What follows belongs to an exercise in optimizing a design on an open flow for small area, a short achievable clock period and few clock cycles; a production flow would make more cautious choices. In this exercise RTL edits were held to simulation tests only and were not proved equivalent to the original. Power and IR drop assume default switching activity.

Setup of job 4208:
## processor
module processor(
       input Clk,
       input Rst,
       output [31:0] IMemAddr,
       input  [31:0] IMemData,
       output [15:0] DMemAddr,
       output [31:0] DMemWData,
       output DMemWE,
       input  [31:0] DMemRData
    );
    integer i;
    reg  [9:0]  pc;
    reg  [31:0] ir;
    reg         d_v;
    reg  [10:0] d_pc1;      
    reg         d_pt;       
    reg         d_jf;       
    reg         d_jp;       
    reg  [11:0] d_jchk;     
    reg  [9:0]  ras;        
    reg         e_we, e_fl, e_st;
    reg         e_add, e_sub, e_or, e_and, e_xor, e_not, e_pb, e_ld;
    reg  [4:0]  e_rd;
    reg         e_br;       
    reg         e_pt;       
    reg  [3:0]  e_cc;
    reg  [9:0]  e_btgt;     
    reg  [31:0] e_a, e_b;       
    reg  [15:0] e_addr;
    reg  [31:0] d_s1, d_s2;   
    reg         d_b1, d_b2;   
    reg         fz, fn, fc, fv;
    reg  [31:0] rf [0:31];
    reg  [31:0] rfv;        
    assign IMemAddr  = {20'b0, pc, 2'b00};
    assign DMemAddr  = e_addr;
    assign DMemWData = e_b;
    assign DMemWE    = e_st;
    wire [31:0] bx  = e_b;
    wire [32:0] sum;
    pfx_add #(32) alu_add (.a(e_a), .b(bx), .cin(e_sub), .s(sum[31:0]), .cout(sum[32]));
    wire al_z = e_sub ? ((e_a ^ e_b) == 32'hFFFFFFFF) : ((e_a ^ e_b) == {e_a[30:0] | e_b[30:0], 1'b0});
    wire al_n = sum[31];
    wire al_c = sum[32] ^ e_sub;
    wire al_v = (e_a[31] == bx[31]) & (sum[31] != e_a[31]);
    wire [31:0] e_res = ({32{e_add}} & sum[31:0])
                      | ({32{e_or }} & (e_a | e_b))
                      | ({32{e_and}} & (e_a & e_b))
  ...
Size: ~4800 cells after synthesis, about 150 I/O pins, roughly 0.061 mm^2 of cells after synthesis.
==> flow/config.mk <==
export PLATFORM = sky130hd
export DESIGN_NAME = processor
export DESIGN_NICKNAME = processor
export VERILOG_FILES = /design/flow/design.v
export SDC_FILE = /design/flow/constraint.sdc
export NUM_CORES = 4
export LEC_CHECK = 0
export CAP_MARGIN = 20
export CORE_MARGIN = 2
export CORE_UTILIZATION = 30
export PLACE_DENSITY = 0.4
export SLEW_MARGIN = 20
export SYNTH_HIERARCHICAL = 1
export SYNTH_MINIMUM_KEEP_SIZE = 0
==> flow/constraint.sdc <==
create_clock -name core_clock -period 12.0 [get_ports {Clk}]
set_input_delay 2.4000 -clock core_clock [delete_from_list [all_inputs] [get_ports {Clk}]]
set_output_delay 2.4000 -clock core_clock [all_outputs]
set_load 0.01 [all_outputs]
standard.sh (not shown) runs the stock make flow with config.mk's settings and CLKGATE_MAP_FILE= SYNTH_SCRIPT=/design/flow/synth_recipe.tcl, a recipe that flattens the netlist after the stock synthesis.
==> flow/flow/run.sh <==
#!/bin/bash
set -euo pipefail
bash standard.sh SETUP_SLACK_MARGIN=8.3 finish > standard_flow.log 2>&1
Job 4208 went all the way through the flow, and no timing, DRC or antenna check failed.
Testbench counts of job 4208, summed over its fixed seeds: cycles 110,310.
Edits applied to the flow inputs when going from job 4208 to job 9968:
Settings: SYNTH_HIERARCHICAL: 1 -> unset; SYNTH_MINIMUM_KEEP_SIZE: 0 -> unset.
==> flow/flow/run.sh <==
#!/bin/bash
set -euo pipefail
bash standard.sh SETUP_SLACK_MARGIN=7.5 finish > standard_flow.log 2>&1
Notes after the runs:
Number of signal-net inverters in the final layout is higher on job 4208
Taking job 4208 as the reference, in job 9968 clock network area share grew by 0.41 points, final wirelength shrank by 4.0%.
Of job 4208 and job 9968, the run reporting the lower worst slack at placement was job 4208.
Cell area power density: higher on job 9968
Job 4208 has a lower number of antenna diodes than job 9968.
Both conditions hold for job 9968: the flow ran to the end and the final layout passed the timing, DRC and antenna checks.
Achievable frequency delta (job 9968 − job 4208): unfavourable
Job 9968 against job 4208: filler cell count in the final layout essentially unchanged, worst hold-check slack saw an increase, clock-buffer cell count has increased.
Input changes introduced in job 2303 (baseline for comparison: job 9968):
==> flow/flow/run.sh <==
#!/bin/bash
set -euo pipefail
bash standard.sh SETUP_SLACK_MARGIN=8 TNS_END_PERCENT=100 finish > standard_flow.log 2>&1
--- outcome ---
- | total power draw | job 2303 vs job 9968 | 2.9% higher |
- Capture point of the worst path: e_b[31]$_DFF_P_ -> job 2303, e_addr[13]$_DFF_P_ -> job 9968
- Job 2303 vs job 9968, worst-path cell with the longest stage delay: sky130_fd_sc_hd__fa_2 vs sky130_fd_sc_hd__dfxtp_2
- The non-clock buffer count in the final layout of job 2303 exceeds that of job 9968 by about 18%.
- Job 2303 vs job 9968: final critical-path setup slack down in job 2303
- The sequential cell area was comparable across job 2303 and job 9968.
- Number of nets in the finished design of job 2303 exceeds that of job 9968 slightly.
diff inputs: job 2303 => job 9262
Settings: SYNTH_MINIMUM_KEEP_SIZE newly set to 0; SYNTH_HIERARCHICAL newly set to 1.
==> flow/flow/run.sh <==
#!/bin/bash
set -euo pipefail
bash standard.sh SETUP_SLACK_MARGIN=8 finish > standard_flow.log 2>&1
==> comparison <==
The higher met1 demand-to-capacity share in global routing came out of job 2303. Diff job 9262..job 2303 | setup total negative slack | unchanged. The depth of the most critical reg-to-reg path number comes out higher for job 2303 vs job 9262. Of job 9262 and job 2303, it is job 9262 that has the higher via total after detailed routing. As far as power in sequential cells is concerned, job 2303 and job 9262 perform about the same.

-- port drivers added, routing unchanged --
How much do the figures lean on ideal ports? The routed layouts below were timed once more, with nothing changed but the port constraints.
Step 1 (the two cells are an assumption about what drives the block):
set clk [get_ports {Clk}]
set_driving_cell -lib_cell sky130_fd_sc_hd__clkbuf_16 $clk
set_driving_cell -lib_cell sky130_fd_sc_hd__buf_2 [delete_from_list [all_inputs] $clk]
Step 2 moves the port delays by t, midway between the first and last clock arrival at a register: inputs arrive t later, outputs are due t later. That takes back most of the time a late clock gives input paths.
Three values: no drivers, after step 1, after step 2; two values: the first two.
run	shift t [ns]	setup slack, ns	worst setup path after step 2
job 4208	0.909	7.838 / 7.882 / 6.973	input to register
job 9968	0.916	7.502 / 7.502 / 6.803	input to register
job 2303	0.914	7.471 / 7.471 / 7.053	input to register
job 9262	0.913	7.773 / 7.773 / 6.981	input to register
After both steps setup and hold are still met in every run listed. For job 4208, which loses most, drivers alone change the setup slack by +0.044 ns; drivers and shift together by -0.865 ns.
